This design comes from an exercise in tuning for small area, a short achievable clock period and few clock cycles on the open sky130 flow, not from production work.
Where RTL was checked, it was by simulation tests only, not by an equivalence proof against the original.
The RTL of run 9 was laid out without a check of its function.
Power is estimated from default activity; no workload was simulated.

==> design/flow/design.v <==
`timescale 1ns/10ps
module LBP ( clk, reset, gray_addr, gray_req, gray_data, lbp_addr, lbp_write, lbp_data, finish);
input   	clk;
input   	reset;
output  [5:0] 	gray_addr;
output        	gray_req;
input   	[7:0] 	gray_data;
output reg [5:0] 	lbp_addr;
output reg 		lbp_write;
output reg [7:0] 	lbp_data;
output  	finish;
reg [6:0] cnt;
wire [2:0] r = cnt[5:3];
wire [2:0] c = cnt[2:0];
assign gray_addr = cnt[5:0];
assign gray_req  = 1'b1;
assign finish    = cnt[6];
always @(posedge clk or posedge reset)
begin
	if (reset) cnt <= 7'd0;
	else if (!cnt[6]) cnt <= cnt + 7'd1;
end
reg [7:0] s1, s2, s3, s4, s5, s6, s7, s8, s9;
wire [7:0] n = gray_data;     
wire [7:0] a = s9;            
wire [7:0] b = s8;            
wire [7:0] cc = s7;           
wire [7:0] d = s1;            
always @(posedge clk)
begin
	s1 <= n; s2 <= s1; s3 <= s2; s4 <= s3; s5 <= s4;
	s6 <= s5; s7 <= s6; s8 <= s7; s9 <= s8;
end
reg [3:0] l0_1, l0_2, l0_3, l0_4, l0_5, l0_6, l0_7, l0_8, l0_9;
reg [7:0] l4;
reg [1:0] l5;
reg       l6;
always @(posedge clk)
begin
	l0_1 <= {d >= n, cc >= n, b >= n, a >= n};
	l0_2 <= l0_1; l0_3 <= l0_2; l0_4 <= l0_3; l0_5 <= l0_4;
	l0_6 <= l0_5; l0_7 <= l0_6; l0_8 <= l0_7; l0_9 <= l0_8;
	l4 <= {l4[6:0], n >= d};
	l5 <= {l5[0], n >= cc};
	l6 <= n >= b;
	lbp_data <= {n >= a, l6, l5[1], l4[7], l0_9};
	lbp_addr <= {r - 3'd1, c - 3'd1};
end
always @(posedge clk or posedge reset)
begin
	if (reset) lbp_write <= 1'b0;
	else lbp_write <= !cnt[6] && (r >= 3'd2) && (c >= 3'd2);
end
endmodule
==> design/flow/run.sh <==
#!/bin/bash
# synth_recipe.tcl (not shown) runs the flow's synth.tcl, then flattens the netlist and writes it again
# the make line also repeats each setting of config.mk as NAME=value (left out here)
make -C /OpenROAD-flow-scripts/flow DESIGN_CONFIG=/design/flow/config.mk WORK_HOME=/design/flow/orfs CLKGATE_MAP_FILE= SYNTH_SCRIPT=/design/flow/synth_recipe.tcl finish
==> design/flow/config.mk <==
export PLATFORM = sky130hd
export DESIGN_NAME = LBP
export DESIGN_NICKNAME = LBP
export VERILOG_FILES = /design/flow/design.v
export SDC_FILE = /design/flow/constraint.sdc
export NUM_CORES = 4
export LEC_CHECK = 0
export CAP_MARGIN = 20
export CORE_MARGIN = 2
export CORE_UTILIZATION = 40
export SLEW_MARGIN = 20
==> design/flow/constraint.sdc <==
create_clock -name core_clock -period 4.0 [get_ports {clk}]
set_input_delay 0.8000 -clock core_clock [delete_from_list [all_inputs] [get_ports {clk}]]
set_output_delay 0.8000 -clock core_clock [all_outputs]
set_load 0.01 [all_outputs]
==> summary.md, run 1 <==
| Metric | Value |
|---|---|
| Outcome | `complete, no violations` |
| Smallest hold slack | `0.320 ns` |
| Final setup skew | `0.00488 ns` |
| Net Sw Power | `0.638 mW` |
| TritonCTS buffer count | `17` |
| Power density over the cells | `631 mW/mm^2` |
| Mapped cell area | `0.00390 sq mm` |
| Critical-path top delay cell | `clkdlybuf4s50_1` |
| First-pass GRT wire length | `9.12 mm` |
| Slew Limit Fails | `0` |
| Initial DRC Count | `22` |
| Commonest non-fill, non-tap cell in the layout | `dfxtp_1` |
| Net count, final | `380` |
| Max FO, Critical Path | `8` |
| Via density | `4.24` |
| Worst EP required | `3.20 ns` |
| Setup-failing EPs final | `0` |
| RSZ-0062 raised after global routing | `no` |
| Setup TNS | `0 ns` |
| M1 GR Usage | `0.135` |
| Netlist cell types | `23` |
| Largest area contributor in the netlist | `dfxtp_1` |
| Cell Rows | `36` |
| Routed Antenna Nets | `0` |
| # diodes | `0` |
| CTS Sinks | `141` |
| Vias in the first global route | `2061` |
| Clk pwr share | `0.463` |
| Crit Path Class | `reg -> out` |
| Syn Nets | `331` |
| Ports | `33` |
| H-tree levels | `4` |
| Hold Crit Class | `reg -> reg` |
| Peak supply drop | `0.327 mV` |
| Hold path cells | `0` |
| Pre-CTS setup slack | `1.60 ns` |
| Crit-path leading delay family | `buffers and inverters` |
| WL final | `5.31 mm` |
| P_int | `2.47 mW` |
| Top cells by area, synth | `dfxtp_1 68%, ha_1 12%, dfrtp_1 5.1%` |
| Skew-Pair Late Insertion Delay | `0.51 ns` |
| Syn. warnings | `1` |
| Crit path cell chain | `clkdlybuf4s50_1` |
| Router iterations before antenna repair | `4` |
| Max Cap Viol | `0` |
| Final Cell Area | `0.00493 sq mm` |
| Critical Path Stages | `1` |
| Arr. time, crit path | `1.59 ns` |
| Full die area | `0.0106 sq mm` |
| Largest net degree at the start of global routing | `17` |
| Core area | `0.00964 sq mm` |
| P_leak | `2.23 nW` |
| GRT overflow | `0` |
| CTS Root Cell | `clkbuf_8` |
| DR WL/cell | `11.1 microns` |
| GR Layer Usage met3 | `0.0447` |
| CTS tree | `done` |
| Post-DP HPWL | `3.62 mm` |
| Worst-path clk slew | `0.06 ns` |
| Residual DRC | `0` |
| #FFs+latches synth | `141` |
| CTS Hold Bufs | `0` |
| Vias | `2036` |
| Global Route Usage Sum | `0.119` |
| Area of the multi-input gates | `897 sq um` |
| Post-CTS Resized | `0` |
| Max clock buf depth | `2` |
| Crit path buf inv count | `1` |
| Critical Path Start Type | `flip-flop` |
| Placed Cells | `448` |
| Post-synth top area share | `0.682` |
| Syn_area_per_cell | `13.7 sq um` |
| Post-synthesis sequential area ratio | `0.734` |
| Comb pwr share | `0.040` |
| Grt peak-use layer | `met2` |
| Met2 Track Usage GR | `0.186` |
| Max Freq | `418 MHz` |
| Most frequent cells in the layout | `133 x dfxtp_1, 36 x inv_1, 36 x ha_1` |
| GPL Wtd Cong | `0.730` |
| Final period utilization | `0.598` |
| Worst stage delay on the critical path | `0.59 ns` |
| Worst reg2reg path depth | `6` |
| Final worst slack | `1.61 ns` |
| Placed Instance Area | `0.00437 sq mm` |
| Net Sw Frac | `0.205` |
| Overall die width | `103 microns` |
| Synth Instances | `285` |
| Layout Cells excl Fill | `480` |
| Seq pwr share | `0.497` |
| Initial antenna violation count | `0` |
| Share of post-route cells with drive strength above 1 | `0.104` |
| Layout area overhead | `26.5%` |
| Min Tclk post-route | `2.39 ns` |
| FF/Latch Area | `0.00286 sq mm` |
| Worst setup EP type | `primary output` |
| PortBufs | `31` |
| Post-CTS Setup Inserts | `0` |
| Fillers | `852` |
| Pwr Total | `3.11 mW` |
| Final core utilization | `0.512` |
| Final hold vios | `0` |
| Die height | `103 microns` |
| Initial Utilization | `0.405` |
-- worst paths after layout --
check	from	endpoint	slack [ns]
min	l0_6[0]$_DFF_P_	l0_7[0]$_DFF_P_	0.32
max	cnt[6]$_DFF_PP0_	finish	1.61
min reg2reg	l0_6[0]$_DFF_P_	l0_7[0]$_DFF_P_	0.32
max in group asynchronous	reset	cnt[4]$_DFFE_PP0N_	3.22
max reg2reg	s9[1]$_DFF_P_	lbp_data[7]$_DFF_P_	2.64
min in group asynchronous	reset	cnt[1]$_DFFE_PP0N_	0.54
-- layout make-up --
cell class / count / area share
clock buffers: 24 / 0.0974
clock inverters: 8 / 0.0167
inverters: 36 / 0.0274
multi-input cells: 107 / 0.182
flip-flops and latches: 141 / 0.580
well taps: 133 / 0.0337
repair buffers: 31 / 0.0629
-- synthesized netlist by cell type, drive strengths merged --
cell type	instances
dfxtp	133
ha	36
inv	36
a21oi	16
nand4	9
dfrtp	8
nand2	5
nor2b	5
o21ai	5
o22ai	5
xnor2	5
a31oi	4
o211ai	4
or2	4
nand3	2
xor2	2
a31o	1
and3	1
buf	1
conb	1
nand2b	1
nor2	1
-- power by group through the flow --
stage	combinational, mW	sequential, mW	clock [mW]
CTS	0.128	1.55	1.48
floorplan	0.0671	1.57	0
global placement	0.123	1.58	0
detailed placement	0.126	1.58	0
finish	0.125	1.55	1.44
global route	0.144	1.56	1.54
-- logic make-up (layout without fill, tap and decap cells) --
logic type                 Yosys count  count (layout)  share of synthesized area
DFF                                141             141                      0.734
buffers and inverters               37              99                     0.0366
adders and majority gates           36              36                      0.115
AOI/OAI and AO/OA                   35              35                     0.0564
and+or+nand+nor                     28              28                     0.0414
xor gates and xnor gates             7               7                     0.0157
other                                1               1                   0.000961
-- layer usage --
layer / up-vias / part of all wire
met1: 935 / 0.45
met3: 13 / 0.050
met2: 51 / 0.47
met4: 0 / 0.027
met5: - / 0
li1: 1037 / -
Testbench counts, summed over its fixed seeds: cycles 4,160.
==> run 2, diff against run 1 <==
--- a/design/flow/config.mk
+++ b/design/flow/config.mk
@@ -5,6 +5,7 @@
 export SDC_FILE = /design/flow/constraint.sdc
 export NUM_CORES = 4
 export LEC_CHECK = 0
+export ABC_AREA = 1
 export CAP_MARGIN = 20
 export CORE_MARGIN = 2
 export CORE_UTILIZATION = 40
==> run 2 against run 1 <==
Count of clock-buffer cells in the layout down 7. Cell area up 1.3%. First-iteration DRC count up 50%. Wire length down 5.1%. Sequential power about the same. Clock skew up 0.0027 ns. Cell count up 7.5%. Clock power up 4%. Fmax up 1.2%. Utilization up 0.45 points. Critical path type unchanged. Largest cell class unchanged. Highest routed layer unchanged.
==> summary.md, run 2 <==
| Metric | Value |
|---|---|
| Syn. warnings | `1` |
| # diodes | `0` |
| Routed wire length on met2 | `2.29 mm` |
| Critical Path Stages | `1` |
| CTS Sinks | `141` |
| Worst reg2reg path depth | `5` |
| P_leak | `2.40 nW` |
| Top layer in use | `met4` |
| #FFs+latches synth | `141` |
| CTS Hold Bufs | `0` |
| Initial antenna violation count | `0` |
| GPL Wtd Cong | `0.773` |
| Top cells by area, synth | `dfxtp_1 67%, ha_1 11%, dfrtp_1 5.1%` |
| Routed Antenna Nets | `0` |
| Seq pwr share | `0.487` |
| Commonest cells post-synth | `133 x dfxtp_1, 52 x inv_1, 44 x nand2_1` |
| Setup-failing EPs final | `0` |
| Worst r2r dst | `l6$_DFF_P_` |
| Slew Limit Fails | `0` |
| Largest net degree at the start of global routing | `17` |
| Outcome | `complete, no violations` |
| Final hold vios | `0` |
| Residual DRC | `0` |
| H-tree levels | `4` |
| Crit path cell chain | `clkdlybuf4s50_1` |
| Worst reg2reg setup slack | `2.72 ns` |
| Comb pwr share | `0.039` |
| Final setup skew | `0.00759 ns` |
| Final period utilization | `0.591` |
| Worst stage delay on the critical path | `0.58 ns` |
| Post-CTS Setup Inserts | `0` |
| Core area | `0.00968 sq mm` |
| Arr. time, crit path | `1.56 ns` |
| Setup TNS | `0 ns` |
| DR WL/cell | `9.77 microns` |
| EDFF count, synth | `0` |
| R2R Path Start | `s8[7]$_DFF_P_` |
| Fillers | `853` |
| Overall die width | `103 microns` |
| Critical-path top delay cell | `clkdlybuf4s50_1` |
| Clk pwr share | `0.474` |
| Smallest hold slack | `0.323 ns` |
| Vias in the first global route | `2013` |
| Full die area | `0.0107 sq mm` |
| Hold Crit Class | `reg -> reg` |
| Ys async rst share | `0.0567` |
| Netlist cell types | `17` |
| TritonCTS buffer count | `17` |
| Initial DRC Count | `33` |
| Post-synthesis sequential area ratio | `0.725` |
| GRT overflow | `0` |
| Worst setup EP type | `primary output` |
| CTS tree | `done` |
| Met3 routed WL | `238 microns` |
| Top-count cell post-synth | `dfxtp_1` |
| Worst-path clk slew | `0.07 ns` |
| First-pass GRT wire length | `8.71 mm` |
| Vias | `2097` |
| Layout area overhead | `26.6%` |
| CTS Root Cell | `clkbuf_8` |
| Syn_area_per_cell | `12.3 sq um` |
| Crit Path Class | `reg -> out` |
| Min Tclk post-route | `2.36 ns` |
| Mapped cell area | `0.00395 sq mm` |
| Syn Nets | `367` |
| Critical Path Start Type | `flip-flop` |
| Max Freq | `423 MHz` |
| Most frequent cells in the layout | `133 x dfxtp_1, 52 x inv_1, 44 x nand2_1` |
| Crit path buf inv count | `1` |
| WL final | `5.04 mm` |
| Max clock buf depth | `2` |
| Router iterations before antenna repair | `5` |
| Ports | `33` |
| Worst Setup SP | `cnt[2]$_DFFE_PP0N_` |
| RSZ-0062 raised after global routing | `no` |
| Net Sw Frac | `0.231` |
| Max Cap Viol | `0` |
| Post-DP HPWL | `3.57 mm` |
| Post-synth top area share | `0.674` |
| Initial Utilization | `0.408` |
| Peak supply drop | `0.296 mV` |
| Net count, final | `416` |
| Via density | `4.06` |
| Placed Instance Area | `0.00442 sq mm` |
| Power density over the cells | `634 mW/mm^2` |
| Skew-Pair Late Insertion Delay | `0.51 ns` |
| PortBufs | `31` |
| Worst setup endpoint | `gray_addr[2]` |
| Share of post-route cells with drive strength above 1 | `0.0888` |
| WL met1 | `2.38 mm` |
| Largest area contributor in the netlist | `dfxtp_1` |
| Cell Rows | `36` |
| P_int | `2.44 mW` |
| Global Route Usage Sum | `0.112` |
| Hold Crit Start | `s3[0]$_DFF_P_` |
| Commonest non-fill, non-tap cell in the layout | `dfxtp_1` |
| Worst EP required | `3.20 ns` |
| Crit-path leading delay family | `buffers and inverters` |
| Die height | `103 microns` |
| Final Cell Area | `0.00500 sq mm` |
| Post-CTS Resized | `0` |
| Synth Instances | `321` |
| Max FO, Critical Path | `6` |
| Ys flop type | `dfxtp_1` |
| Net Sw Power | `0.732 mW` |
run 2: cell types whose count changed after synthesis, sizes merged, moves of 5 or more:
cell,change
nand2,+39
inv,+16
nor2,+12
a21oi,-7
nor2b,-5
o22ai,-5
run 2: final cells by class:
type / instances / area (sq um) / share of cell area
sequential: 141 / 2860 / 0.572
clock inverter: 15 / 168 / 0.0335
tap: 133 / 166 / 0.0333
timing repair buffer: 31 / 310 / 0.0620
clock buffer: 17 / 414 / 0.0828
multi-input combinational: 127 / 885 / 0.177
inverter: 52 / 195 / 0.0390
run 2: kinds of logic (layout without fill, tap and decap cells):
| family | after synthesis | after routing | share of synthesized area |
|---|---|---|---|
| other | 1 | 1 | 0.000949 |
| AO/OA/AOI/OAI | 16 | 16 | 0.0228 |
| flip-flops | 141 | 141 | 0.725 |
| buffers and inverters | 53 | 115 | 0.0513 |
| XOR/XNOR | 7 | 7 | 0.0155 |
| AND/OR/NAND/NOR | 67 | 67 | 0.0706 |
| adder cells (fa/ha/maj) | 36 | 36 | 0.114 |
run 2: worst min-delay path by stage:
| stage | end | slack (ns) | cells past startpoint |
|---|---|---|---|
| finish | s4[0]$_DFF_P_ | 0.32 | 0 |
| global route | l0_3[1]$_DFF_P_ | 0.32 | 0 |
| floorplan | l0_2[0]$_DFF_P_ | 0.31 | 0 |
| CTS | l0_3[1]$_DFF_P_ | 0.32 | 0 |
| detailed placement | l0_8[2]$_DFF_P_ | 0.31 | 0 |
| global placement | lbp_data[2]$_DFF_P_ | 0.31 | 0 |
run 2: stage by stage:
stage	util	cells	setup slack [ns]	total power, mW
2_1_floorplan	-	321	2.43	1.64
3_3_place_gp	0.456	484	1.67	1.70
3_5_place_dp	0.456	484	1.62	1.70
4_1_cts	0.516	516	1.60	3.22
5_1_grt	0.516	516	1.56	3.31
6_report	0.516	516	1.64	3.17
run 2: routing by layer:
metal  global-route usage  vias to the layer above
met2                0.172                       45
met5                    0                        -
met4               0.0759                        0
met1                0.130                      942
li1                     -                     1096
met3               0.0423                       14
run 2: worst register-to-register path: stages, from the launching register on:
cell and delay, ns:
dfxtp_1 0.33, inv_1 0.05, ha_1 0.30, a21o_1 0.19, nor2_1 0.19, nand3_1 0.12
run 2: power by group through the flow:
stage               registers [mW]  logic (mW)  clock network (mW)
global placement              1.57       0.123                   0
detailed placement            1.58       0.126                   0
finish                        1.54       0.124                1.50
CTS                           1.55       0.127                1.55
floorplan                     1.57      0.0669                   0
global route                  1.56       0.145                1.61
==> run 3, diff against run 2 <==
--- a/design/flow/config.mk
+++ b/design/flow/config.mk
@@ -5,8 +5,11 @@
 export SDC_FILE = /design/flow/constraint.sdc
 export NUM_CORES = 4
 export LEC_CHECK = 0
-export ABC_AREA = 1
 export CAP_MARGIN = 20
 export CORE_MARGIN = 2
 export CORE_UTILIZATION = 40
+export CTS_BUF_LIST = sky130_fd_sc_hd__clkbuf_8 sky130_fd_sc_hd__clkbuf_4
+export CTS_CLUSTER_DIAMETER = 100
+export CTS_CLUSTER_SIZE = 40
+export SETUP_SLACK_MARGIN = 2.3
 export SLEW_MARGIN = 20
==> run 3 against run 2 <==
Power is 13% lower. Die area is 1.2% lower. Setup slack improved by 0.61 ns. Cell count fell by 5.4%. Worst hold slack gained 0.0014 ns. Global-route usage is 0.14 points higher. Via count shrank 2.1%. Critical endpoint is now gray_addr[0]. Sequential power about the same. Still clean on timing, DRC and antenna. Sequential share of layout area up 1.0 points. Utilization fell by 0.47 points. Count of clock-buffer cells in the layout up 7.
==> summary.md, run 3 <==
| Metric | Value |
|---|---|
| Crit path buf inv count | `1` |
| Full die area | `0.0106 sq mm` |
| Hold Crit Class | `reg -> reg` |
| Worst setup EP type | `primary output` |
| Core area | `0.00964 sq mm` |
| Peak supply drop | `0.288 mV` |
| Setup-failing EPs final | `0` |
| Final Cell Area | `0.00493 sq mm` |
| Placed Instance Area | `0.00445 sq mm` |
| Final core utilization | `0.512` |
| Hold Crit Start | `l0_7[3]$_DFF_P_` |
| Largest net degree at the start of global routing | `17` |
| Die height | `103 microns` |
| Max FO, Critical Path | `2` |
| Critical Path Start Type | `flip-flop` |
| Most frequent cells in the layout | `130 x dfxtp_1, 35 x inv_1, 28 x ha_1` |
| Router iterations before antenna repair | `4` |
| Max Cap Viol | `0` |
| Syn. warnings | `1` |
| First-pass GRT wire length | `8.78 mm` |
| Area of the multi-input gates | `0.00104 sq mm` |
| Max clock buf depth | `2` |
| Worst stage delay on the critical path | `0.42 ns` |
| Initial Utilization | `0.405` |
| Syn_area_per_cell | `13.7 sq um` |
| Ys flop type | `dfxtp_1` |
| Net count, final | `389` |
| Commonest cells post-synth | `133 x dfxtp_1, 36 x ha_1, 36 x inv_1` |
| Fillers | `856` |
| P_leak | `2.24 nW` |
| CTS Hold Bufs | `0` |
| Top-count cell post-synth | `dfxtp_1` |
| PortBufs | `31` |
| Netlist cell types | `23` |
| Arr. time, crit path | `0.95 ns` |
| Initial antenna violation count | `0` |
| Share of post-route cells with drive strength above 1 | `0.270` |
| R2R Path Start | `s8[1]$_DFF_P_` |
| CTS Root Cell | `clkbuf_8` |
| Worst-path clk slew | `0.07 ns` |
| Post-synthesis sequential area ratio | `0.734` |
| Mapped cell area | `0.00390 sq mm` |
| Global Route Usage Sum | `0.113` |
| Top cells by area, synth | `dfxtp_1 68%, ha_1 12%, dfrtp_1 5.1%` |
| RSZ-0062 raised after global routing | `yes` |
| Min Tclk post-route | `1.75 ns` |
| Outcome | `complete, no violations` |
| GPL Wtd Cong | `0.711` |
| CTS Sinks | `141` |
| Layout Cells excl Fill | `488` |
| Worst EP required | `3.20 ns` |
| Crit path cell chain | `buf_6` |
| Critical-path top delay cell | `dfrtp_2` |
| Residual DRC | `0` |
| Vias | `2053` |
| Post-DP HPWL | `3.57 mm` |
| Final hold vios | `0` |
| TritonCTS buffer count | `17` |
| WL final | `5.26 mm` |
| Post-synth top area share | `0.682` |
| GRT overflow | `0` |
| Syn Nets | `331` |
| #FFs+latches synth | `141` |
| Crit-path leading delay family | `flip-flops` |
| Setup TNS | `0 ns` |
| Routed Antenna Nets | `0` |
| EDFF count, synth | `0` |
| Ports | `33` |
| Layout area overhead | `26.4%` |
| Vias in the first global route | `1984` |
| Skew-Pair Late Insertion Delay | `0.41 ns` |
| Max Freq | `570 MHz` |
| H-tree levels | `4` |
| Largest area contributor in the netlist | `dfxtp_1` |
| Crit Path Class | `reg -> out` |
| Power density over the cells | `560 mW/mm^2` |
| Synth Instances | `285` |
| Final period utilization | `0.439` |
| DR WL/cell | `10.8 microns` |
| CTS tree | `done` |
| Worst Setup SP | `cnt[0]$_DFFE_PP0N_` |
| Overall die width | `103 microns` |
| Via density | `4.21` |
| Initial DRC Count | `20` |
| # diodes | `0` |
| Commonest non-fill, non-tap cell in the layout | `dfxtp_1` |
| Slew Limit Fails | `0` |
| Cell Rows | `36` |
| Final setup skew | `0.00796 ns` |
| Placed Cells | `448` |
| Ys async rst share | `0.0567` |
| FF/Latch Area | `0.00287 sq mm` |
[run 3: metal layers]
metal | vias to the layer above | global-route usage | routed length (microns)
met5 | - | 0 | 0
met4 | 0 | 0.0516 | 75
met3 | 7 | 0.0508 | 263
met2 | 40 | 0.183 | 2530
met1 | 945 | 0.131 | 2380
li1 | 1061 | - | -
[run 3: kinds of logic after synthesis]
family | Yosys count | share of synthesized area
buf+inv | 37 | 0.0366
xor+xnor | 7 | 0.0157
fa+ha+maj | 36 | 0.115
compound gates | 35 | 0.0564
flops | 141 | 0.734
other cells | 1 | 0.000961
simple gates | 28 | 0.0414
[run 3: final cells by class]
class,instances,area share
Clock buffer,24,0.0657
Clock inverter,7,0.0157
Inverter,36,0.0279
Multi-Input combinational cell,107,0.211
Sequential cell,141,0.583
Tap cell,133,0.0337
Timing Repair Buffer,40,0.0629
[run 3: through the flow]
stage	setup WS, ns	hold slack [ns]	total power, mW
6_report	2.25	0.325	2.76
3_3_place_gp	1.47	0.310	1.71
3_5_place_dp	1.45	0.312	1.72
4_1_cts	2.21	0.326	2.80
2_1_floorplan	2.31	0.310	1.65
5_1_grt	2.19	0.325	2.90
[run 3: power by group]
part,internal [mW],switching [mW],leakage [nW]
combinational,0.0627,0.0704,0.822
clock,0.601,0.482,0.205
sequential,1.52,0.0268,1.21
[run 3: timing repair]
action / 4_1_cts / 5_1_grt
setup buffers: 7 / 2
pin swaps: 4 / 1
gates resized for setup: 120 / 9
endpoints found under the setup margin: 30 / 16
[run 3: worst paths after layout]
kind	to	cells past startpoint	slack, ns
max in group asynchronous	cnt[3]$_DFFE_PP0N_	2	3.11
setup / recovery	gray_addr[0]	1	2.25
hold reg to reg	l0_8[3]$_DFF_P_	0	0.32
hold / removal	l0_8[3]$_DFF_P_	0	0.32
min in group asynchronous	cnt[2]$_DFFE_PP0N_	2	0.63
setup reg to reg	l6$_DFF_P_	6	2.67
==> run 4, diff against run 3 <==
--- a/design/flow/config.mk
+++ b/design/flow/config.mk
@@ -7,9 +7,9 @@
 export LEC_CHECK = 0
 export CAP_MARGIN = 20
 export CORE_MARGIN = 2
-export CORE_UTILIZATION = 40
+export CORE_UTILIZATION = 70
 export CTS_BUF_LIST = sky130_fd_sc_hd__clkbuf_8 sky130_fd_sc_hd__clkbuf_4
 export CTS_CLUSTER_DIAMETER = 100
 export CTS_CLUSTER_SIZE = 40
-export SETUP_SLACK_MARGIN = 2.3
+export SETUP_SLACK_MARGIN = 2.5
 export SLEW_MARGIN = 20
==> run 4 against run 3 <==
Still clean. Critical path depth is the same. Combinational power grew 72%. Clock skew grew 0.0024 ns. Fmax shrank 2.6%. Sequential share of layout area shrank 2.9 points. Area after synthesis is the same. Synthesized cell count is the same. Worst hold slack gained 0.0059 ns. Utilization grew 45 points. Register-to-register slack lost 0.28 ns. First-iteration DRC count grew to 14 times the previous value. Die area shrank 41%. Critical endpoint unchanged. Largest cell class unchanged.
==> summary.md, run 4 <==
| Metric | Value |
|---|---|
| Max clock buf depth | `2` |
| Worst stage delay on the critical path | `0.43 ns` |
| Arr. time, crit path | `1.00 ns` |
| Layout Cells excl Fill | `428` |
| EDFF count, synth | `0` |
| Outcome | `complete, no violations` |
| Setup-failing EPs final | `0` |
| Smallest hold slack | `0.330 ns` |
| Die height | `78.7 microns` |
| Post-synth top area share | `0.682` |
| Worst setup EP type | `primary output` |
| Worst r2r dst | `cnt[5]$_DFFE_PP0N_` |
| Min-Delay Endpoint | `l4[7]$_DFF_P_` |
| Area of the multi-input gates | `0.00133 sq mm` |
| Final worst slack | `2.20 ns` |
| Power density over the cells | `584 mW/mm^2` |
| Peak supply drop | `0.577 mV` |
| WL final | `12.3 mm` |
| RSZ-0062 raised after global routing | `yes` |
| Full die area | `0.00619 sq mm` |
| Overall die width | `78.7 microns` |
| Vias | `2594` |
| Ys async rst share | `0.0567` |
| Crit Path Class | `reg -> out` |
| DR WL/cell | `28.7 microns` |
| Router iterations before antenna repair | `5` |
| Final hold vios | `0` |
| Most frequent cells in the layout | `125 x dfxtp_1, 34 x inv_1, 25 x ha_4` |
| Slew Limit Fails | `0` |
| Mapped cell area | `0.00390 sq mm` |
| Post-DP HPWL | `4.13 mm` |
| CTS Sinks | `141` |
| Initial antenna violation count | `0` |
| Cell Rows | `27` |
| Ys flop type | `dfxtp_1` |
| CTS Root Cell | `clkbuf_8` |
| H-tree levels | `4` |
| TritonCTS buffer count | `17` |
| Max Cap Viol | `0` |
| # diodes | `0` |
| Placed Cells | `387` |
| Net Sw Power | `0.790 mW` |
| P_leak | `2.26 nW` |
| P_int | `2.25 mW` |
| Final period utilization | `0.450` |
| Top cells by area, synth | `dfxtp_1 68%, ha_1 12%, dfrtp_1 5.1%` |
| Top-count cell post-synth | `dfxtp_1` |
| Routed Antenna Nets | `0` |
| Share of post-route cells with drive strength above 1 | `0.385` |
| Worst-path clk slew | `0.08 ns` |
| Vias in the first global route | `2676` |
| GPL Wtd Cong | `0.766` |
| Worst reg2reg setup slack | `2.39 ns` |
| Fillers | `99` |
| Max Freq | `555 MHz` |
| Crit-path leading delay family | `flip-flops` |
| Syn. warnings | `1` |
| Hold Crit Class | `reg -> reg` |
| Ports | `33` |
| #FFs+latches synth | `141` |
| Syn Nets | `331` |
| Crit path buf inv count | `1` |
| FF/Latch Area | `0.00288 sq mm` |
| Critical-path top delay cell | `dfrtp_2` |
| Residual DRC | `0` |
| Core area | `0.00544 sq mm` |
| PortBufs | `31` |
| Min Tclk post-route | `1.80 ns` |
| Via density | `6.06` |
| Commonest non-fill, non-tap cell in the layout | `dfxtp_1` |
| Net count, final | `390` |
| Hold Crit Start | `l4[6]$_DFF_P_` |
| Net Sw Frac | `0.260` |
| Critical Path Start Type | `flip-flop` |
| Seq pwr share | `0.516` |
| Largest area contributor in the netlist | `dfxtp_1` |
| Comb pwr share | `0.075` |
| Setup TNS | `0 ns` |
| Largest net degree at the start of global routing | `17` |
| Post-synthesis sequential area ratio | `0.734` |
| CTS tree | `done` |
| Initial Utilization | `0.718` |
| Pwr Total | `3.04 mW` |
| Worst Setup SP | `cnt[0]$_DFFE_PP0N_` |
| Netlist cell types | `23` |
| Synth Instances | `285` |
| Worst reg2reg path depth | `5` |
| Final setup skew | `0.0104 ns` |
| First-pass GRT wire length | `14.3 mm` |
| Initial DRC Count | `282` |
| Layout area overhead | `33.4%` |
| GRT overflow | `0` |
| Commonest cells post-synth | `133 x dfxtp_1, 36 x ha_1, 36 x inv_1` |
| Crit path cell chain | `buf_6` |
| Worst EP required | `3.20 ns` |
| Max FO, Critical Path | `2` |
| Syn_area_per_cell | `13.7 sq um` |
| Pre-CTS setup slack | `1.43 ns` |
| Hold path cells | `0` |
| Clk pwr share | `0.409` |
| Global Route Usage Sum | `0.333` |
| R2R Path Start | `cnt[3]$_DFFE_PP0N_` |
| Skew-Pair Late Insertion Delay | `0.45 ns` |
==> run 4: changes by cell type in the layout (fill, tap and decap cells not counted), sizes merged <==
cell and change:
bufinv +2, clkinv +1, clkbuf -7, buf +9, inv +4, clkdlybuf4s15 -1, dlygate4sd2 -7
==> run 4: metrics by stage <==
| step | cell area [sq um] | utilization |
|---|---|---|
| after global placement | 4410 | 0.810 |
| after global routing | 5210 | 0.957 |
| after detailed placement | 4410 | 0.810 |
| final | 5210 | 0.957 |
| after CTS | 5010 | 0.922 |
| after floorplan | 4010 | - |
==> run 4: worst max-delay path by stage <==
stage	endpoint	slack, ns	depth (start not counted)
2_1_floorplan	l5[0]$_DFF_P_	2.32	5
3_3_place_gp	l5[0]$_DFF_P_	1.51	6
3_5_place_dp	l5[0]$_DFF_P_	1.43	6
4_1_cts	gray_addr[3]	2.21	1
5_1_grt	gray_addr[0]	2.18	1
6_report	gray_addr[0]	2.20	1
==> run 4: per-layer routing <==
metal  up-vias  global-route usage  wire length [microns]
met3        75               0.129                   1120
met1      1242               0.317                   4100
li1       1061                   -                      -
met5         -                   0                      0
met2       216               0.591                   6110
met4         0               0.214                    936
==> run 4: area by class of cell <==
cell class                      instances  share of cell area
Clock buffer                           17              0.0449
Timing Repair Buffer                   41              0.0671
Multi-Input combinational cell        107               0.256
Inverter                               36              0.0264
Tap cell                               72              0.0173
Clock inverter                         14              0.0348
Sequential cell                       141               0.553
==> run 4: cell families (layout without fill, tap and decap cells) <==
kind of cell | Yosys count | after routing | share of synthesized area
XOR/XNOR | 7 | 7 | 0.0157
flip-flops | 141 | 141 | 0.734
AO/OA/AOI/OAI | 35 | 35 | 0.0564
adder cells (fa/ha/maj) | 36 | 36 | 0.115
other | 1 | 1 | 0.000961
AND/OR/NAND/NOR | 28 | 28 | 0.0414
buffers and inverters | 37 | 108 | 0.0366
==> run 4: repair_timing <==
item                                    4_1_cts  5_1_grt
endpoints found under the setup margin       30       29
pin swaps                                    10       11
hold buffers                                  0        0
gates resized for setup                     174       38
endpoints found under the hold margin         0        0
buffers inserted                              8        2
==> run 4: power groups by stage <==
stage | Clock [mW] | Sequential, mW | Combinational [mW]
after floorplan | 0 | 1.57 | 0.0815
after global placement | 0 | 1.58 | 0.137
after detailed placement | 0 | 1.58 | 0.146
after CTS | 1.18 | 1.55 | 0.175
after global routing | 1.29 | 1.57 | 0.238
final | 1.24 | 1.57 | 0.229
==> run 4: worst reg2reg max path, delay by kind of cell, from the launching register on <==
kind | cells | cell delay [ns]
buffers and inverters | 2 | 0.27
xor gates and xnor gates | 1 | 0.35
DFF | 1 | 0.39
and+or+nand+nor | 1 | 0.24
adders and majority gates | 1 | 0.24
==> run 5, diff against run 4 <==
--- a/design/flow/config.mk
+++ b/design/flow/config.mk
@@ -7,9 +7,9 @@
 export LEC_CHECK = 0
 export CAP_MARGIN = 20
 export CORE_MARGIN = 2
-export CORE_UTILIZATION = 70
+export CORE_UTILIZATION = 55
 export CTS_BUF_LIST = sky130_fd_sc_hd__clkbuf_8 sky130_fd_sc_hd__clkbuf_4
 export CTS_CLUSTER_DIAMETER = 100
 export CTS_CLUSTER_SIZE = 40
-export SETUP_SLACK_MARGIN = 2.5
+export SETUP_SLACK_MARGIN = 2.2
 export SLEW_MARGIN = 20
==> run 5 against run 4 <==
Critical path type unchanged. Utilization is 27 points lower. Worst hold slack worse by 0.0026 ns. Combinational power is about 50% lower. Setup slack better by 0.045 ns. Fmax is 2.6% higher. Cell count is 5.1% higher. Still clean. Non-clock buffer count is 3 lower. Sequential power hardly changed. Die area is 26% higher. Sequential share of layout area is 5.5 points higher. Register-to-register slack better by 0.20 ns.
==> summary.md, run 5 <==
| Metric | Value |
|---|---|
| PortBufs | `31` |
| Crit Path Class | `reg -> out` |
| Crit-path leading delay family | `flip-flops` |
| Routed Antenna Nets | `0` |
| # diodes | `0` |
| Crit path buf inv count | `1` |
| Setup TNS | `0 ns` |
| Die height | `88.2 microns` |
| Share of post-route cells with drive strength above 1 | `0.226` |
| CTS Root Cell | `clkbuf_8` |
| Worst-path clk slew | `0.08 ns` |
| Worst reg2reg setup slack | `2.59 ns` |
| Full die area | `0.00779 sq mm` |
| Router iterations before antenna repair | `4` |
| EDFF count, synth | `0` |
| H-tree levels | `4` |
| Post-DP HPWL | `3.40 mm` |
| Ys async rst share | `0.0567` |
| TritonCTS buffer count | `17` |
| Max Freq | `569 MHz` |
| DR WL/cell | `11.4 microns` |
| Syn_area_per_cell | `13.7 sq um` |
| RSZ-0062 raised after global routing | `yes` |
| Global Route Usage Sum | `0.157` |
| Initial DRC Count | `62` |
| Netlist cell types | `23` |
| Top-count cell post-synth | `dfxtp_1` |
| Most frequent cells in the layout | `132 x dfxtp_1, 36 x ha_1, 35 x inv_1` |
| Commonest non-fill, non-tap cell in the layout | `dfxtp_1` |
| Worst setup EP type | `primary output` |
| Setup-failing EPs final | `0` |
| Critical-path top delay cell | `dfrtp_2` |
| Initial antenna violation count | `0` |
| Hold Crit Class | `reg -> reg` |
| WL final | `5.14 mm` |
| Residual DRC | `0` |
| Min Tclk post-route | `1.76 ns` |
| Core area | `0.00683 sq mm` |
| Ports | `33` |
| Largest net degree at the start of global routing | `17` |
| Vias in the first global route | `2075` |
| Critical Path Start Type | `flip-flop` |
| Cell Rows | `30` |
| GPL Wtd Cong | `0.724` |
| #FFs+latches synth | `141` |
| GRT overflow | `0` |
| Via density | `4.51` |
| Post-synthesis sequential area ratio | `0.734` |
| Initial Utilization | `0.571` |
| Crit path cell chain | `buf_6` |
| Vias | `2031` |
| Synth Instances | `285` |
| Ys flop type | `dfxtp_1` |
| Final hold vios | `0` |
| Power density over the cells | `591 mW/mm^2` |
| Slew Limit Fails | `0` |
| P_leak | `2.22 nW` |
| Skew-Pair Late Insertion Delay | `0.42 ns` |
| Overall die width | `88.2 microns` |
| Max FO, Critical Path | `2` |
| Syn. warnings | `1` |
| Arr. time, crit path | `0.96 ns` |
| Worst EP required | `3.20 ns` |
| Final setup skew | `0.0105 ns` |
| CTS Sinks | `141` |
| Largest area contributor in the netlist | `dfxtp_1` |
| Final period utilization | `0.439` |
| Syn Nets | `331` |
| Peak supply drop | `0.352 mV` |
| Net count, final | `387` |
| CTS tree | `done` |
| Outcome | `complete, no violations` |
| Max Cap Viol | `0` |
| Commonest cells post-synth | `133 x dfxtp_1, 36 x ha_1, 36 x inv_1` |
| Post-synth top area share | `0.682` |
| Worst stage delay on the critical path | `0.42 ns` |
| First-pass GRT wire length | `8.84 mm` |
| Mapped cell area | `0.00390 sq mm` |
| Layout area overhead | `21.0%` |
| Top cells by area, synth | `dfxtp_1 68%, ha_1 12%, dfrtp_1 5.1%` |
| Max clock buf depth | `2` |
| Smallest hold slack | `0.328 ns` |
run 5: cell types whose count changed in the layout (fill, tap and decap cells not counted), sizes merged:
cell | before | now
clkinv | 4 | 2
buf | 40 | 18
bufinv | 3 | 2
clkdlybuf4s50 | 1 | 2
dlymetal6s2s | 0 | 2
inv | 42 | 45
dlygate4sd2 | 0 | 4
clkbuf | 17 | 29
clkinvlp | 1 | 2
run 5: power breakdown:
part           total [mW]  internal [mW]  switching [mW]
combinational       0.114         0.0496          0.0643
clock                1.13          0.578           0.552
sequential           1.54           1.52          0.0266
total                2.79           2.14           0.643
run 5: final timing paths:
kind | from | to | cells past startpoint
max reg2reg | s7[1]$_DFF_P_ | l5[0]$_DFF_P_ | 6
min reg2reg | l0_2[1]$_DFF_P_ | l0_3[1]$_DFF_P_ | 0
max | cnt[4]$_DFFE_PP0N_ | gray_addr[4] | 1
min in group asynchronous | reset | cnt[4]$_DFFE_PP0N_ | 2
min | l0_2[1]$_DFF_P_ | l0_3[1]$_DFF_P_ | 0
max in group asynchronous | reset | cnt[1]$_DFFE_PP0N_ | 2
run 5: routing by layer:
| layer | share of wire | up-vias | GRT usage | wire length (microns) |
|---|---|---|---|---|
| met5 | 0 | - | 0 | 0 |
| met4 | 0.015 | 0 | 0.0909 | 77 |
| met3 | 0.048 | 7 | 0.0681 | 245 |
| met2 | 0.50 | 42 | 0.263 | 2560 |
| met1 | 0.44 | 929 | 0.166 | 2260 |
| li1 | - | 1053 | - | - |
run 5: cell type report:
class / instances / area (sq um)
clock inverter: 15 / 175
sequential: 141 / 2870
timing repair buffer: 38 / 279
fill: 525 / 2110
clock buffer: 17 / 234
inverter: 36 / 135
tap: 96 / 120
multi-input combinational: 107 / 906
run 5: cells by family after synthesis:
kind of cell               synth area share
DFF                                   0.734
buffers and inverters                0.0366
adders and majority gates             0.115
AOI/OAI and AO/OA                    0.0564
and+or+nand+nor                      0.0414
xor gates and xnor gates             0.0157
other                              0.000961
run 5: repair_timing:
item                                    in CTS  in global routing
gates resized for setup                     73                 30
hold buffers                                 0                  0
setup buffers                                7                  0
pin swaps                                    0                  0
endpoints found under the setup margin      30                 28
run 5: metrics by stage:
stage	util	area, sq um	cells	setup WS [ns]	power (mW)
floorplan	-	3900	285	2.25	1.64
finish	0.691	4720	450	2.24	2.79
global route	0.691	4720	450	2.19	2.92
detailed placement	0.633	4330	411	1.56	1.70
CTS	0.697	4760	450	2.12	2.83
global placement	0.633	4330	411	1.58	1.70
==> run 6, diff against run 5 <==
--- a/design/flow/config.mk
+++ b/design/flow/config.mk
@@ -5,6 +5,7 @@
 export SDC_FILE = /design/flow/constraint.sdc
 export NUM_CORES = 4
 export LEC_CHECK = 0
+export ABC_AREA = 1
 export CAP_MARGIN = 20
 export CORE_MARGIN = 2
 export CORE_UTILIZATION = 55
==> run 6 against run 5 <==
Combinational power barely moved. First-iteration DRC count shrank 42%. Sequential power hardly changed. Count of clock-buffer cells in the layout rose by 1. Clock skew up 0.0016 ns. Wire length rose by 0.43%. Global-route usage shrank 0.69 points. Power down 3.4%. Critical path depth unchanged.
==> summary.md, run 6 <==
| Metric | Value |
|---|---|
| Residual DRC | `0` |
| Initial DRC Count | `36` |
| Ports | `33` |
| FF/Latch Area | `0.00287 sq mm` |
| Max Freq | `568 MHz` |
| P_leak | `2.38 nW` |
| Top-count cell post-synth | `dfxtp_1` |
| Final hold vios | `0` |
| Critical Path Stages | `1` |
| # diodes | `0` |
| Crit Path Class | `reg -> out` |
| CTS Root Cell | `clkbuf_8` |
| Mux share of post-synthesis cell area | `0` |
| Worst EP required | `3.20 ns` |
| Peak supply drop | `0.332 mV` |
| Hold Crit Class | `reg -> reg` |
| Initial Utilization | `0.575` |
| Min Tclk post-route | `1.76 ns` |
| Crit path buf inv count | `1` |
| Net count, final | `424` |
| Vias | `2122` |
| PortBufs | `31` |
| Fillers | `540` |
| Max FO, Critical Path | `2` |
| R2R Path Start | `cnt[0]$_DFFE_PP0N_` |
| Core area | `0.00687 sq mm` |
| Worst setup EP type | `primary output` |
| GRT overflow | `0` |
| Placed Instance Area | `0.00437 sq mm` |
| Router iterations before antenna repair | `4` |
| Top cells by area, synth | `dfxtp_1 67%, ha_1 11%, dfrtp_1 5.1%` |
| Smallest hold slack | `0.314 ns` |
| Final setup skew | `0.0122 ns` |
| Worst Setup SP | `cnt[2]$_DFFE_PP0N_` |
| TritonCTS buffer count | `17` |
| Die height | `88.7 microns` |
| Cell Rows | `30` |
| Routed Antenna Nets | `0` |
| GPL Wtd Cong | `0.781` |
| H-tree levels | `4` |
| Largest family of logic cells by synthesized area | `adder cells` |
| Largest net degree at the start of global routing | `17` |
| Ys async rst share | `0.0567` |
| Critical-path top delay cell | `dfrtp_2` |
| Worst reg2reg path depth | `6` |
| Post-synthesis sequential area ratio | `0.725` |
| CTS tree | `done` |
| Initial antenna violation count | `0` |
| Worst stage delay on the critical path | `0.41 ns` |
| RSZ-0062 raised after global routing | `yes` |
| Max Cap Viol | `0` |
| Crit path cell chain | `buf_2` |
| Commonest non-fill, non-tap cell in the layout | `dfxtp_1` |
| Final Cell Area | `0.00473 sq mm` |
| Layout Cells excl Fill | `487` |
| Syn. warnings | `1` |
| Mapped cell area | `0.00395 sq mm` |
| Post-DP HPWL | `3.41 mm` |
| Via density | `4.36` |
| Placed Cells | `447` |
| Commonest cells post-synth | `133 x dfxtp_1, 52 x inv_1, 44 x nand2_1` |
| CTS Hold Bufs | `0` |
| Crit-path leading delay family | `flip-flops` |
| Overall die width | `88.7 microns` |
| First-pass GRT wire length | `8.56 mm` |
| Final period utilization | `0.440` |
| Vias in the first global route | `1997` |
| Slew Limit Fails | `0` |
| Most frequent cells in the layout | `132 x dfxtp_1, 51 x inv_1, 44 x nand2_1` |
| Post-synth top area share | `0.674` |
| Worst setup endpoint | `gray_addr[2]` |
| Setup TNS | `0 ns` |
| Critical Path Start Type | `flip-flop` |
| Simple-Gate Fraction of Synth Area | `0.0706` |
| DR WL/cell | `10.6 microns` |
| Syn_area_per_cell | `12.3 sq um` |
| Share of post-route cells with drive strength above 1 | `0.176` |
| Final core utilization | `0.689` |
| Outcome | `complete, no violations` |
| Power density over the cells | `569 mW/mm^2` |
| Skew-Pair Late Insertion Delay | `0.42 ns` |
| #FFs+latches synth | `141` |
| Compound-gate portion of the synthesized area | `0.0228` |
| Worst r2r dst | `cnt[4]$_DFFE_PP0N_` |
| Syn Nets | `367` |
| Full die area | `0.00788 sq mm` |
| Setup-failing EPs final | `0` |
| Arr. time, crit path | `0.96 ns` |
| Worst-path clk slew | `0.08 ns` |
| Post-Synth Adder-Cell Area | `0.114` |
| Global Route Usage Sum | `0.151` |
| WL final | `5.17 mm` |
| XOR/XNOR share of the synthesized area | `0.0155` |
| Ys flop type | `dfxtp_1` |
| Synth Instances | `321` |
| Largest area contributor in the netlist | `dfxtp_1` |
| Netlist cell types | `17` |
| Worst reg2reg setup slack | `2.70 ns` |
| Area of the multi-input gates | `885 sq um` |
| CTS Sinks | `141` |
| Max clock buf depth | `2` |
| EDFF count, synth | `0` |
| Layout area overhead | `19.8%` |
==> run 6: cell count changes after synthesis, moves of 4 or more <==
cell,before,now
nor2_1,1,12
inv_1,36,52
nand2_1,5,44
nand4_1,9,4
o22ai_1,5,0
or2_1,4,0
nor2b_1,4,0
a21o_1,0,4
a21oi_1,16,9
a31oi_1,4,0
o211ai_2,4,0
==> run 6: power breakdown <==
group | total (mW) | internal (mW) | switching, mW | leakage [nW]
logic | 0.114 | 0.0497 | 0.0647 | 0.981
clock network | 1.03 | 0.507 | 0.526 | 0.184
registers | 1.55 | 1.52 | 0.0276 | 1.21
==> run 6: timing repair <==
item / 4_1_cts / 5_1_grt
setup buffers: 7 / 1
endpoints found under the setup margin: 28 / 25
gates resized for setup: 67 / 21
==> run 6: cell type report <==
cell class,instances,share of cell area
sequential,141,0.606
inverter,52,0.0412
timing repair buffer,39,0.0613
clock inverter,14,0.0280
clock buffer,18,0.0510
tap,96,0.0254
multi-input combinational,127,0.187
==> run 6: routing by layer <==
metal,part of all wire,GRT usage,vias to the layer above
li1,-,-,1109
met2,0.46,0.238,44
met4,0.018,0.0854,0
met5,0,0,-
met3,0.055,0.0718,9
met1,0.47,0.166,960
==> run 6: worst min path at each step <==
| stage | depth (start not counted) | endpoint | slack (ns) | startpoint |
|---|---|---|---|---|
| floorplan | 0 | l0_2[0]$_DFF_P_ | 0.31 | l0_1[0]$_DFF_P_ |
| global placement | 0 | s5[2]$_DFF_P_ | 0.31 | s4[2]$_DFF_P_ |
| detailed placement | 0 | l4[5]$_DFF_P_ | 0.31 | l4[4]$_DFF_P_ |
| CTS | 0 | l0_2[0]$_DFF_P_ | 0.32 | l0_1[0]$_DFF_P_ |
| global route | 0 | l0_9[3]$_DFF_P_ | 0.32 | l0_8[3]$_DFF_P_ |
| finish | 0 | l0_2[0]$_DFF_P_ | 0.31 | l0_1[0]$_DFF_P_ |
==> run 6: kinds of logic after synthesis <==
| logic type | after synthesis |
|---|---|
| other cells | 1 |
| buf+inv | 53 |
| compound gates | 16 |
| xor+xnor | 7 |
| simple gates | 67 |
| fa+ha+maj | 36 |
| flops | 141 |
==> run 6: through the flow <==
step / total power, mW / worst slack (ns)
5_1_grt: 2.82 / 2.19
3_5_place_dp: 1.70 / 1.68
6_report: 2.69 / 2.24
4_1_cts: 2.73 / 2.12
2_1_floorplan: 1.64 / 2.43
3_3_place_gp: 1.70 / 1.69
==> run 7, diff against run 6 <==
==> design/flow/config.mk (replaced) <==
export PLATFORM = sky130hd
export DESIGN_NAME = LBP
export DESIGN_NICKNAME = LBP
export VERILOG_FILES = /design/flow/design.v
export SDC_FILE = /design/flow/constraint.sdc
export NUM_CORES = 4
export LEC_CHECK = 0
export CAP_MARGIN = 20
export CORE_MARGIN = 2
export CORE_UTILIZATION = 70
export CTS_BUF_LIST = sky130_fd_sc_hd__clkbuf_16
export CTS_CLUSTER_DIAMETER = 200
export CTS_CLUSTER_SIZE = 100
export SETUP_SLACK_MARGIN = 2.5
export SLEW_MARGIN = 20
==> run 7 against run 6 <==
The flow now stops in global routing (5_1_grt). Synthesized cell count is 11% lower. Area after synthesis is 1.2% lower.
==> summary.md, run 7 <==
| Metric | Value |
|---|---|
| #FFs+latches synth | `141` |
| CTS Root Cell | `clkbuf_16` |
| Max clock buf depth | `2` |
| Worst endpoint after global-route timing repair | `gray_addr[0]` |
| GPL Wtd Cong | `0.766` |
| EDFF count, synth | `0` |
| Syn. warnings | `1` |
| Post-DP HPWL | `4.13 mm` |
| Outcome | `stopped before the end` |
| Ys flop type | `dfxtp_1` |
| Pre-CTS setup slack | `1.43 ns` |
| Cell Rows | `27` |
| TritonCTS buffer count | `17` |
| Post-synth top area share | `0.682` |
| Syn_area_per_cell | `13.7 sq um` |
| Post-synthesis sequential area ratio | `0.734` |
| Top-count cell post-synth | `dfxtp_1` |
| Top cells by area, synth | `dfxtp_1 68%, ha_1 12%, dfrtp_1 5.1%` |
| Largest area contributor in the netlist | `dfxtp_1` |
| H-tree levels | `4` |
| Synth Instances | `285` |
| CTS Sinks | `141` |
| Initial Utilization | `0.718` |
| Die height | `78.7 microns` |
| Netlist cell types | `23` |
| Mapped cell area | `0.00390 sq mm` |
| Ys async rst share | `0.0567` |
| PortBufs | `31` |
| Largest net degree at the start of global routing | `17` |
| Placed Cells | `387` |
| Commonest cells post-synth | `133 x dfxtp_1, 36 x ha_1, 36 x inv_1` |
| Err | `[ERROR DPL-0038] Utilization greater than 100%, impossible to legalize` |
| Last stage | `global routing (5_1_grt)` |
| Ports | `33` |
| Overall die width | `78.7 microns` |
| WEP type | `primary output` |
| Syn Nets | `331` |
## run 7: cell count changes after synthesis, moves of 5 or more
| cell | before | now |
|---|---|---|
| nand2_1 | 44 | 5 |
| inv_1 | 52 | 36 |
| nor2_1 | 12 | 1 |
| a21oi_1 | 9 | 16 |
| nand4_1 | 4 | 9 |
| o22ai_1 | 0 | 5 |
## run 7: what timing repair did
action,in CTS
hold buffers,0
endpoints found under the setup margin,30
endpoints found under the hold margin,0
pin swaps,13
gates resized for setup,186
buffers inserted,9
## run 7: through the flow
| step | utilization | cell area, sq um | power, mW |
|---|---|---|---|
| floorplan | - | 4010 | 1.66 |
| global placement | 0.810 | 4410 | 1.71 |
| detailed placement | 0.810 | 4410 | 1.73 |
| CTS | 0.971 | 5280 | 3.37 |
## run 7: worst max path at each step
stage	endpoint	depth (start not counted)	slack, ns	start
after CTS	gray_addr[4]	1	2.23	cnt[4]$_DFFE_PP0N_
after detailed placement	l5[0]$_DFF_P_	6	1.43	gray_data[1]
after global placement	l5[0]$_DFF_P_	6	1.51	gray_data[1]
after floorplan	l5[0]$_DFF_P_	5	2.32	gray_data[1]
## run 7: power groups by stage
stage | Clock [mW] | Sequential, mW | Combinational (mW)
floorplan | 0 | 1.57 | 0.0815
CTS | 1.62 | 1.56 | 0.190
detailed placement | 0 | 1.58 | 0.146
global placement | 0 | 1.58 | 0.137
## run 7: kinds of logic after synthesis
family	Yosys count	share of synthesized area
AOI/OAI and AO/OA	35	0.0564
xor gates and xnor gates	7	0.0157
adders and majority gates	36	0.115
buffers and inverters	37	0.0366
DFF	141	0.734
other	1	0.000961
and+or+nand+nor	28	0.0414
==> run 8, diff against run 7 <==
--- a/design/flow/config.mk
+++ b/design/flow/config.mk
@@ -7,9 +7,9 @@
 export LEC_CHECK = 0
 export CAP_MARGIN = 20
 export CORE_MARGIN = 2
-export CORE_UTILIZATION = 70
+export CORE_UTILIZATION = 55
 export CTS_BUF_LIST = sky130_fd_sc_hd__clkbuf_16
 export CTS_CLUSTER_DIAMETER = 200
 export CTS_CLUSTER_SIZE = 100
-export SETUP_SLACK_MARGIN = 2.5
+export SETUP_SLACK_MARGIN = 2.2
 export SLEW_MARGIN = 20
==> run 8 against run 7 <==
The run now finishes clean. Area after synthesis unchanged. Synthesized cell count stayed put.
==> summary.md, run 8 <==
| Metric | Value |
|---|---|
| GPL Wtd Cong | `0.724` |
| Hold Crit Class | `reg -> reg` |
| Worst reg2reg setup slack | `2.61 ns` |
| GRT overflow | `0` |
| Final worst slack | `2.24 ns` |
| Comb pwr share | `0.036` |
| Ports | `33` |
| Net count, final | `387` |
| Critical Path Start Type | `flip-flop` |
| Post-synthesis sequential area ratio | `0.734` |
| Fillers | `497` |
| EDFF count, synth | `0` |
| Vias | `2059` |
| Synth Instances | `285` |
| Syn_area_per_cell | `13.7 sq um` |
| RSZ-0062 raised after global routing | `no` |
| Net Sw Frac | `0.219` |
| Ys async rst share | `0.0567` |
| Setup-failing EPs final | `0` |
| Initial Utilization | `0.571` |
| Crit path buf inv count | `1` |
| PortBufs | `31` |
| H-tree levels | `4` |
| Layout area overhead | `26.2%` |
| Final core utilization | `0.721` |
| Area of the multi-input gates | `908 sq um` |
| Core area | `0.00683 sq mm` |
| Initial antenna violation count | `0` |
| Crit path cell chain | `dlygate4sd2_1` |
| Pwr Total | `3.22 mW` |
| TritonCTS buffer count | `17` |
| CTS Hold Bufs | `0` |
| Initial DRC Count | `59` |
| Global Route Usage Sum | `0.160` |
| Pre-CTS setup slack | `1.56 ns` |
| Worst stage delay on the critical path | `0.29 ns` |
| Commonest cells post-synth | `133 x dfxtp_1, 36 x ha_1, 36 x inv_1` |
| Routed Antenna Nets | `0` |
| #FFs+latches synth | `141` |
| Skew-Pair Late Insertion Delay | `0.41 ns` |
| Critical-path top delay cell | `dfxtp_1` |
| Largest area contributor in the netlist | `dfxtp_1` |
| Netlist cell types | `23` |
| Arr. time, crit path | `0.96 ns` |
| Largest net degree at the start of global routing | `17` |
| Via density | `4.58` |
| Net Sw Power | `0.706 mW` |
| First-pass GRT wire length | `8.88 mm` |
| Final hold vios | `0` |
| Max Freq | `567 MHz` |
| Mapped cell area | `0.00390 sq mm` |
| Power density over the cells | `654 mW/mm^2` |
| CTS tree | `done` |
| Peak supply drop | `0.431 mV` |
| Worst setup EP type | `primary output` |
| Final setup skew | `0.00782 ns` |
| Top cells by area, synth | `dfxtp_1 68%, ha_1 12%, dfrtp_1 5.1%` |
| Top-count cell post-synth | `dfxtp_1` |
| Commonest non-fill, non-tap cell in the layout | `dfxtp_1` |
| Slew Limit Fails | `0` |
| CTS Sinks | `141` |
| Overall die width | `88.2 microns` |
| Cell Rows | `30` |
| Final period utilization | `0.441` |
| Max clock buf depth | `2` |
| Post-DP HPWL | `3.40 mm` |
| Share of post-route cells with drive strength above 1 | `0.198` |
| CTS Root Cell | `clkbuf_16` |
| Crit Path Class | `reg -> out` |
| Ys flop type | `dfxtp_1` |
| Seq pwr share | `0.480` |
| Syn Nets | `331` |
| Die height | `88.2 microns` |
| Post-synth top area share | `0.682` |
| Vias in the first global route | `2037` |
| # diodes | `0` |
| Syn. warnings | `1` |
| P_int | `2.51 mW` |
| Outcome | `complete, no violations` |
| Residual DRC | `0` |
| DR WL/cell | `11.9 microns` |
| Worst-path clk slew | `0.06 ns` |
| Full die area | `0.00779 sq mm` |
| Crit-path leading delay family | `flip-flops` |
| Worst EP required | `3.20 ns` |
| Clk pwr share | `0.483` |
| WL final | `5.34 mm` |
| FF/Latch Area | `0.00287 sq mm` |
| Setup TNS | `0 ns` |
| P_leak | `2.30 nW` |
| Max FO, Critical Path | `1` |
| Max Cap Viol | `0` |
| Router iterations before antenna repair | `4` |
| Most frequent cells in the layout | `133 x dfxtp_1, 36 x ha_1, 35 x inv_1` |
| Min Tclk post-route | `1.76 ns` |
[run 8: cell counts after synthesis]
Identical to the previous run, type by type.
[run 8: cell families (layout without fill, tap and decap cells)]
group	after synthesis	in the layout	share of synthesized area
AOI/OAI and AO/OA	35	35	0.0564
other	1	1	0.000961
and+or+nand+nor	28	28	0.0414
buffers and inverters	37	106	0.0366
xor gates and xnor gates	7	7	0.0157
adders and majority gates	36	36	0.115
DFF	141	141	0.734
[run 8: what timing repair did]
item                       CTS  global route
resized for setup           58            24
pin swaps                    0             0
setup endpoints to repair   30            21
buffers inserted             7             0
[run 8: metrics by stage]
stage | cell area, sq um | hold WS, ns | instances
after floorplan | 3900 | 0.310 | 285
after global placement | 4330 | 0.310 | 411
after detailed placement | 4330 | 0.312 | 411
after CTS | 4930 | 0.324 | 450
after global routing | 4920 | 0.330 | 450
final | 4920 | 0.325 | 450
[run 8: routing by layer]
| layer | track usage | vias up | wire length, microns |
|---|---|---|---|
| li1 | - | 1059 | - |
| met1 | 0.172 | 947 | 2340 |
| met2 | 0.267 | 41 | 2640 |
| met3 | 0.0709 | 12 | 252 |
| met4 | 0.0868 | 0 | 113 |
| met5 | 0 | - | 0 |
[run 8: power by group through the flow]
stage	Sequential, mW	Clock (mW)	Combinational, mW
floorplan	1.57	0	0.0671
global placement	1.58	0	0.123
detailed placement	1.58	0	0.125
CTS	1.55	1.58	0.118
global route	1.56	1.65	0.137
finish	1.55	1.56	0.117
[run 8: final timing paths]
kind | startpoint | endpoint | cells past startpoint
max | lbp_addr[4]$_DFF_P_ | lbp_addr[4] | 1
min | l4[3]$_DFF_P_ | l4[4]$_DFF_P_ | 0
max reg2reg | s1[1]$_DFF_P_ | l4[0]$_DFF_P_ | 6
min reg2reg | l4[3]$_DFF_P_ | l4[4]$_DFF_P_ | 0
max in group asynchronous | reset | cnt[1]$_DFFE_PP0N_ | 2
min in group asynchronous | reset | lbp_write$_DFF_PP0_ | 2
[run 8: final cells by class]
type                            count  area share
Inverter                           36      0.0274
Tap cell                           96      0.0244
Sequential cell                   141       0.583
Multi-Input combinational cell    107       0.184
Timing Repair Buffer               38      0.0587
Clock buffer                       17      0.0864
Clock inverter                     15      0.0356
==> run 9, diff against run 8 <==
--- a/design/flow/design.v
+++ b/design/flow/design.v
@@ -8,26 +8,33 @@
 output reg [5:0] 	lbp_addr;
 output reg 		lbp_write;
 output reg [7:0] 	lbp_data;
-output  	finish;
+output reg 	finish;
 reg [6:0] cnt;
-wire [2:0] r = cnt[5:3];
-wire [2:0] c = cnt[2:0];
+wire [6:0] m = cnt - 7'd1;
+wire [2:0] r = m[5:3];
+wire [2:0] c = m[2:0];
+wire busy = (cnt != 7'd0) && !m[6];
 assign gray_addr = cnt[5:0];
 assign gray_req  = 1'b1;
-assign finish    = cnt[6];
 always @(posedge clk or posedge reset)
 begin
 	if (reset) cnt <= 7'd0;
-	else if (!cnt[6]) cnt <= cnt + 7'd1;
+	else if (!m[6] || cnt == 7'd0) cnt <= cnt + 7'd1;
+end
+always @(posedge clk or posedge reset)
+begin
+	if (reset) finish <= 1'b0;
+	else if (m == 7'd63) finish <= 1'b1;
 end
 reg [7:0] s1, s2, s3, s4, s5, s6, s7, s8, s9;
-wire [7:0] n = gray_data;     
+reg [7:0] n;                  
 wire [7:0] a = s9;            
 wire [7:0] b = s8;            
 wire [7:0] cc = s7;           
 wire [7:0] d = s1;            
 always @(posedge clk)
 begin
+	n <= gray_data;
 	s1 <= n; s2 <= s1; s3 <= s2; s4 <= s3; s5 <= s4;
 	s6 <= s5; s7 <= s6; s8 <= s7; s9 <= s8;
 end
@@ -49,6 +56,6 @@
 always @(posedge clk or posedge reset)
 begin
 	if (reset) lbp_write <= 1'b0;
-	else lbp_write <= !cnt[6] && (r >= 3'd2) && (c >= 3'd2);
+	else lbp_write <= busy && (r >= 3'd2) && (c >= 3'd2);
 end
 endmodule
==> design/flow/config.mk (replaced) <==
export PLATFORM = sky130hd
export DESIGN_NAME = LBP
export DESIGN_NICKNAME = LBP
export VERILOG_FILES = /design/flow/design.v
export SDC_FILE = /design/flow/constraint.sdc
export NUM_CORES = 4
export LEC_CHECK = 0
export CAP_MARGIN = 20
export CORE_MARGIN = 2
export CORE_UTILIZATION = 40
export SLEW_MARGIN = 20
==> run 9 against run 8 <==
Sequential power grew 6%. Die area grew 52%. Combinational power is essentially flat. Wire length grew 6.9%. Cell count grew 17%. Area after synthesis grew 12%. Power grew 1.4%. Clock skew grew 0.0062 ns. Largest cell class unchanged.
==> summary.md, run 9 <==
| Metric | Value |
|---|---|
| Setup TNS | `0 ns` |
| Core area | `0.0108 sq mm` |
| #FFs+latches synth | `150` |
| P_leak | `2.45 nW` |
| Syn Nets | `384` |
| Skew-Pair Late Insertion Delay | `0.51 ns` |
| Top cells by area, synth | `dfxtp_1 64%, ha_1 11%, dfrtp_1 5.1%` |
| # diodes | `0` |
| Fillers | `951` |
| Ys async rst share | `0.0600` |
| Syn. warnings | `1` |
| Cell Rows | `38` |
| Max Freq | `408 MHz` |
| Ports | `33` |
| Max Cap Viol | `0` |
| WL final | `5.71 mm` |
| Hold Crit Class | `reg -> reg` |
| EDFF count, synth | `0` |
| Full die area | `0.0118 sq mm` |
| Arr. time, crit path | `1.65 ns` |
| Final Cell Area | `0.00537 sq mm` |
| Setup-failing EPs final | `0` |
| Power density over the cells | `607 mW/mm^2` |
| Compound-gate portion of the synthesized area | `0.0536` |
| Top-count cell post-synth | `dfxtp_1` |
| Post-synth top area share | `0.643` |
| Final worst slack | `1.55 ns` |
| Share of post-route cells with drive strength above 1 | `0.0904` |
| Placed Instance Area | `0.00479 sq mm` |
| Peak supply drop | `0.376 mV` |
| Crit Path Class | `reg -> out` |
| Vias | `2281` |
| Worst stage delay on the critical path | `0.61 ns` |
| Initial DRC Count | `42` |
| CTS Hold Bufs | `0` |
| Layout area overhead | `22.5%` |
| Largest net degree at the start of global routing | `17` |
| Global Route Usage Sum | `0.112` |
| Largest family of logic cells by synthesized area | `adder cells` |
| Mux share of post-synthesis cell area | `0.00513` |
| Initial antenna violation count | `0` |
| Outcome | `complete, no violations` |
| Commonest non-fill, non-tap cell in the layout | `dfxtp_1` |
| Residual DRC | `0` |
| Vias in the first global route | `2227` |
| CTS Sinks | `150` |
| Simple-Gate Fraction of Synth Area | `0.0505` |
| Largest area contributor in the netlist | `dfxtp_1` |
| Router iterations before antenna repair | `4` |
| Synth Instances | `334` |
| Post-synthesis sequential area ratio | `0.695` |
| Smallest hold slack | `0.319 ns` |
| Most frequent cells in the layout | `141 x dfxtp_1, 43 x inv_1, 40 x ha_1` |
| Worst-path clk slew | `0.06 ns` |
| Net count, final | `424` |
| Mapped cell area | `0.00439 sq mm` |
| Post-CTS Resized | `0` |
| Max FO, Critical Path | `8` |
| Die height | `109 microns` |
| Via density | `4.33` |
| Routed Antenna Nets | `0` |
| Crit path buf inv count | `1` |
| Worst setup EP type | `primary output` |
| DR WL/cell | `10.8 microns` |
| CTS Root Cell | `clkbuf_8` |
| TritonCTS buffer count | `17` |
| Min Tclk post-route | `2.45 ns` |
| XOR/XNOR share of the synthesized area | `0.0260` |
| First-pass GRT wire length | `9.74 mm` |
| H-tree levels | `4` |
| Initial Utilization | `0.406` |
| Final setup skew | `0.0140 ns` |
| Final period utilization | `0.613` |
| Crit path cell chain | `clkdlybuf4s50_1` |
| Pre-CTS setup slack | `2.07 ns` |
| Post-DP HPWL | `3.91 mm` |
| Final hold vios | `0` |
| Post-Synth Adder-Cell Area | `0.114` |
| Worst EP required | `3.20 ns` |
| Commonest cells post-synth | `141 x dfxtp_1, 43 x inv_1, 40 x ha_1` |
| Placed Cells | `495` |
| Post-CTS Setup Inserts | `0` |
| Crit-path leading delay family | `buffers and inverters` |
| RSZ-0062 raised after global routing | `no` |
| Layout Cells excl Fill | `527` |
| Critical-path top delay cell | `clkdlybuf4s50_1` |
| Critical Path Start Type | `flip-flop` |
| Syn_area_per_cell | `13.1 sq um` |
| GPL Wtd Cong | `0.823` |
| PortBufs | `31` |
| Slew Limit Fails | `0` |
| Netlist cell types | `33` |
| Final core utilization | `0.498` |
| Ys flop type | `dfxtp_1` |
| GRT overflow | `0` |
| Overall die width | `109 microns` |
| Pwr Total | `3.26 mW` |
| Max clock buf depth | `2` |
| CTS tree | `done` |
-- run 9: changes by cell type in the layout (fill, tap and decap cells not counted), sizes merged, moves of 6 or more --
| cell | delta |
|---|---|
| dlygate4sd2 | -9 |
| nor2 | +6 |
| buf | -14 |
| clkdlybuf4s15 | -7 |
| a21oi | -7 |
| clkdlybuf4s50 | +30 |
| a21o | +8 |
| dfxtp | +8 |
-- run 9: per-layer routing --
layer,share of wire,global-route usage,vias to the layer above
li1,-,-,1157
met1,0.45,0.119,1075
met2,0.49,0.188,42
met3,0.041,0.0466,7
met4,0.013,0.0659,0
met5,0,0,-
-- run 9: logic make-up (layout without fill, tap and decap cells) --
kind of cell               after synthesis  in the layout
buffers and inverters                   53            106
other                                    1              1
adders and majority gates               40             40
xor gates and xnor gates                13             13
AOI/OAI and AO/OA                       38             38
DFF                                    150            150
and+or+nand+nor                         38             38
muxes                                    1              1
-- run 9: power breakdown --
part / total (mW) / internal, mW / leakage (nW) / switching [mW]
Sequential: 1.64 / 1.61 / 1.30 / 0.0316
Clock: 1.50 / 0.903 / 0.277 / 0.598
Combinational: 0.120 / 0.0637 / 0.874 / 0.0560
Total: 3.26 / 2.58 / 2.45 / 0.685
-- run 9: area by class of cell --
type | count | area (sq um) | area share
clock buffers | 22 | 473 | 0.0880
repair buffers | 31 | 310 | 0.0578
well taps | 140 | 175 | 0.0326
multi-input cells | 131 | 1100 | 0.204
inverters | 43 | 161 | 0.0300
flip-flops and latches | 150 | 3050 | 0.567
clock inverters | 10 | 108 | 0.0200
-- run 9: final timing paths --
path | start | to | slack (ns) | depth (start not counted)
max reg2reg | cnt[2]$_DFFE_PP0P_ | finish$_DFFE_PP0N_ | 2.12 | 7
min reg2reg | l0_1[0]$_DFF_P_ | l0_2[0]$_DFF_P_ | 0.32 | 0
min in group asynchronous | reset | cnt[6]$_DFFE_PP0P_ | 0.56 | 2
max | cnt[3]$_DFFE_PP0P_ | gray_addr[3] | 1.55 | 1
max in group asynchronous | reset | cnt[0]$_DFFE_PP0P_ | 3.17 | 2
min | l0_1[0]$_DFF_P_ | l0_2[0]$_DFF_P_ | 0.32 | 0

[afterwards: timing with drivers on the ports]
The flow's constraints put no driver on any port. The routed layouts listed below were extracted and timed again, unchanged, in two steps.
Step 1: set_driving_cell puts a clkbuf_16 on clk and a buf_2 on each other input, an assumption about the parent block.
Step 2, shift: input delay + t, output delay - t, t = (earliest + latest rising clock arrival at the registers) / 2. This alone moves slack from input paths to output paths.
Three values: ideal ports, drivers, drivers and shift; two values: the first two.
run	t, ns	setup WS [ns]	worst setup path after step 2	worst slew at a driven data input, ns	cell pins on the clock port's net
run 1	0.534	1.607 / 1.577 / 1.585	input to register	0.03	1
run 2	0.535	1.635 / 1.605 / 1.660	input to register	0.03	1
run 3	0.432	2.245 / 2.216 / 1.867	input to register	0.03	1
run 4	0.479	2.198 / 2.164 / 1.861	input to register	0.07	1
run 5	0.443	2.244 / 2.214 / 1.825	input to register	0.03	1
run 6	0.445	2.239 / 2.208 / 1.907	input to register	0.03	1
run 8	0.438	2.238 / 2.200 / 1.858	input to register	0.03	1
run 9	0.531	1.548 / 1.518 / 2.049	register to output	0.03	1
After both steps setup and hold are still met in every run listed. For run 5, which loses most, drivers alone change the setup slack by -0.030 ns; drivers and shift together by -0.419 ns.
